This is an optimization exercise on Yosys and OpenROAD, whose aim is small area and a short achievable clock period, not a production implementation. The RTL was checked by simulation tests, not by an equivalence proof against the original design.

// g_poker_core
module g_poker_core (
	clock,
	reset_c,
	bet_c,
	betup_c,
	betdw_c,
	start_c,
	hold_c0,
	hold_c1,
	hold_c2,
	hold_c3,
	hold_c4,
	draw_c,
	double_c,
	high_c,
	low_c,
	suit_c,
	hand_c,
	select,
	hold_o0,
	hold_o1,
	hold_o2,
	hold_o3,
	hold_o4,
	Pnum0,
	Pnum1,
	Pnum2,
	Pnum3,
	Pnum4,
	suit0,
	suit1,
	suit2,
	suit3,
	suit4,
	nnum0,
	nnum1,
	nnum2,
	nnum3,
	nnum4,
	nsuit0,
	nsuit1,
	nsuit2,
	nsuit3,
	nsuit4,
	hand_r,
	Dnum0,
	Dnum1,
	highlow,
	highlow_ro,
	wager_b,
	mih_b
);
input wire clock;
input wire reset_c;
input wire bet_c;
input wire betup_c;
input wire betdw_c;
input wire start_c;
input wire hold_c0;
input wire hold_c1;
input wire hold_c2;
input wire hold_c3;
input wire hold_c4;
input wire draw_c;
input wire double_c;
input wire high_c;
input wire low_c;
input wire suit_c;
input wire hand_c;
output wire [3:0] select;
output wire  hold_o0;
output wire  hold_o1;
output wire  hold_o2;
output wire  hold_o3;
output wire  hold_o4;
output wire [3:0] Pnum0;
output wire [3:0] Pnum1;
output wire [3:0] Pnum2;
output wire [3:0] Pnum3;
output wire [3:0] Pnum4;
output wire [2:0] suit0;
output wire [2:0] suit1;
output wire [2:0] suit2;
output wire [2:0] suit3;
output wire [2:0] suit4;
output wire [3:0] nnum0;
output wire [3:0] nnum1;
output wire [3:0] nnum2;
output wire [3:0] nnum3;
output wire [3:0] nnum4;
output wire [2:0] nsuit0;
output wire [2:0] nsuit1;
output wire [2:0] nsuit2;
output wire [2:0] nsuit3;
output wire [2:0] nsuit4;
output wire [3:0] hand_r;
output wire [3:0] Dnum0;
output wire [3:0] Dnum1;
output wire [1:0] highlow;
output wire [1:0] highlow_ro;
output wire [15:0] wager_b;
output wire [15:0] mih_b;
localparam [2:0] S0 = 3'b000, S1 = 3'b100, S2 = 3'b001,
                 S3 = 3'b101, S4 = 3'b010, S5 = 3'b011;
reg [2:0] cur, cur_n;
reg [3:0] sel_r, sel_n;
reg [4:0] hold_r, hold_n;
reg [1:0] hl_r, hl_n;
reg [1:0] updown, updown_n;
wire [1:0] game_s = cur[1:0];
wire bet_s  = (cur == S1);
wire draw_s = (cur == S3);
reg dchance1;
reg dchance2;
always @* begin
	cur_n = cur;
	sel_n = sel_r;
	hold_n = hold_r;
	hl_n = hl_r;
	updown_n = 2'b00;
	case (cur)
		S0: begin
  ...
Size: about 3,800 cells after synthesis, ~300 flip-flops, about 24,000 um^2 of cells after synthesis.
export LEC_CHECK = 0
export ABC_AREA = 1
export CAP_MARGIN = 20
export CORE_MARGIN = 2
export CORE_UTILIZATION = 50
export SLEW_MARGIN = 20
create_clock -name core_clock -period 14.0 [get_ports {clock}]
standard.sh (not shown) runs the stock make flow with config.mk's settings and CLKGATE_MAP_FILE= SYNTH_SCRIPT=/design/flow/synth_recipe.tcl, a recipe that flattens the netlist after the stock synthesis.
==> flow/flow/run.sh <==
#!/bin/bash
set -euo pipefail
bash standard.sh ADDER_MAP_FILE= SETUP_SLACK_MARGIN=9.3 \
  "BUFFER_PORTS_ARGS=-buffer_cell sky130_fd_sc_hd__buf_4" finish > standard.log 2>&1
The baseline went through all stages and came out clean.
Then changed:
--- a/flow/design.v
+++ b/flow/design.v
@@ -244,37 +244,32 @@
 	begin
 		s = x ^ y ^ z;
 		c = (x & y) | (x & z) | (y & z);
 		add3x16 = add16(s, {c[14:0], 1'b0}, ci);
 	end
 endfunction
-reg  [15:0] wager_n, mih_d_n;
-wire up = (updown == 2'b01);
-wire dn = (updown == 2'b10);
-wire none = ~up & ~dn;
 wire        w_ge   = ge16(wager_o, money_r);
-reg         ge_r;
 wire        w_gt10 = (wager_o > 16'd10);
 wire        m_gt10 = (money_r > 16'd10);
-wire [16:0] w_pm   = add16(wager_o, up ? 16'd10 : 16'hfff6, 1'b0);   
-wire [15:0] m_m10  = add16(money_r, 16'hfff6, 1'b0);
-wire [15:0] kd     = up ? 16'hfff6 : (dn & w_gt10) ? 16'd10 : 16'd0;
-wire [15:0] x_k    = add3x16(money_r, ~wager_o, kd, 1'b1);   
-wire        ge_up  = ge16(w_pm[15:0], money_r);
-wire        ge_mv  = ge_r & ~none;
-wire        cut    = none & w_ge;
-wire [15:0] wager_mv = ge_mv ? ((dn & m_gt10) ? m_m10 : money_r) :
-                       (up | (dn & w_gt10)) ? w_pm[15:0] : wager_o;
-wire [15:0] mih_d_mv = ge_mv ? ((dn & m_gt10) ? 16'd10 : 16'd0) : x_k;
+wire [16:0] w_up   = add16(wager_o, 16'd10, 1'b0);
+wire [15:0] w_m10  = add16(wager_o, 16'hfff5, 1'b1);
+wire [15:0] m_m10  = add16(money_r, 16'hfff5, 1'b1);
+wire [15:0] x0     = add16(money_r, ~wager_o, 1'b1);
+wire [15:0] x_m10  = add3x16(money_r, ~wager_o, 16'hfff6, 1'b1);
+wire [15:0] x_p10  = add3x16(money_r, ~wager_o, 16'd10, 1'b1);
+reg  [15:0] wager_n, mih_d_n;
+wire up = (updown == 2'b01);
+wire dn = (updown == 2'b10);
+wire [15:0] wager_ge = (dn & m_gt10) ? m_m10 : money_r;
+wire [15:0] mih_d_ge = (dn & m_gt10) ? 16'd10 : 16'd0;
+wire [15:0] wager_lt = up ? w_up[15:0] : (dn & w_gt10) ? w_m10 : wager_o;
+wire [15:0] mih_d_lt = up ? x_m10 : (dn & w_gt10) ? x_p10 : x0;
 always @* begin
-	wager_n = cut ? money_r : wager_mv;
-	mih_d_n = cut ? 16'd0 : mih_d_mv;
+	wager_n = w_ge ? wager_ge : wager_lt;
+	mih_d_n = w_ge ? mih_d_ge : mih_d_lt;
 end
-wire ge_n = w_ge ? ~(dn & m_gt10) : (up & ge_up);
-always @(posedge clock)
-	ge_r <= ge_n;
 always @(posedge clock or negedge reset_c) begin
 	if (~reset_c) begin
 		wager_o <= 16'd10;
 		mih_d <= 16'd990;
 	end
 	else if (bet_s) begin
@@ -549,16 +544,16 @@
 		dec10[15:12] = d[15:12] - {3'd0, b2};
 	end
 endfunction
 reg [15:0] wd_r, hd_r, wd_n;
 wire [15:0] money_d = disp(money_r);
 wire [15:0] wd_ge = (dn & m_gt10) ? dec10(hd_r) : hd_r;
-wire [15:0] wd_lt = up ? (w_pm[16] ? {12'd0, w_pm[3:0]} : inc10(wd_r)) :
+wire [15:0] wd_lt = up ? (w_up[16] ? {12'd0, w_up[3:0]} : inc10(wd_r)) :
                     (dn & w_gt10) ? dec10(wd_r) : wd_r;
-wire [15:0] wd_mv = ge_mv ? wd_ge : wd_lt;
-always @* wd_n = cut ? money_d : wd_mv;
+wire [15:0] wd_mv = w_ge ? wd_ge : wd_lt;
+always @* wd_n = (w_ge & ~up & ~dn) ? money_d : wd_mv;
 always @(posedge clock or negedge reset_c) begin
 	if (~reset_c) begin
 		wd_r <= 16'h0010;
 		hd_r <= 16'h1000;
 	end
 	else if (bet_s) begin
Outcome: Via count rises slightly. Clock-buffer cell count is higher by 4. Setup slack loses 230 ps. Clock skew climbs by 10 ps. Cell area rises slightly. Register-to-register slack gets worse by 230 ps. Global-route usage came out lower by 0.81 points. Routed wire length is about the same. Core utilization rises by 0.27 points. Non-clock buffer count grows by 1. Worst hold slack got worse by 5.5 ps.

## static timing again, ports no longer ideal
How much do the figures lean on ideal ports? The routed layouts below were timed once more, with nothing changed but the port constraints. Step 1 sets driving cells, clkbuf_16 on the clock port and buf_2 on the other inputs (assumed; they add their load-dependent delay and slew). Step 2 times the ports against the registers' clock, not the clock port: input delays grow and output delays shrink by t, the midpoint of the rising clock arrivals with the driver on. Slacks: no drivers / after step 1 / after step 2; pairs: no drivers / after step 1.
| run | t, ns | slack for setup (ns) | worst slew at a driven data input, ns |
|---|---|---|---|
| the first run | 0.623 | 9.739 / 9.739 / 9.593 | 0.08 |
| the second run | 0.625 | 9.512 / 9.512 / 9.283 | 0.09 |
After both steps every run listed still meets setup and hold. The setup slack of the second run, which loses most, moves by 0.000 ns with the drivers and by -0.229 ns with both steps.
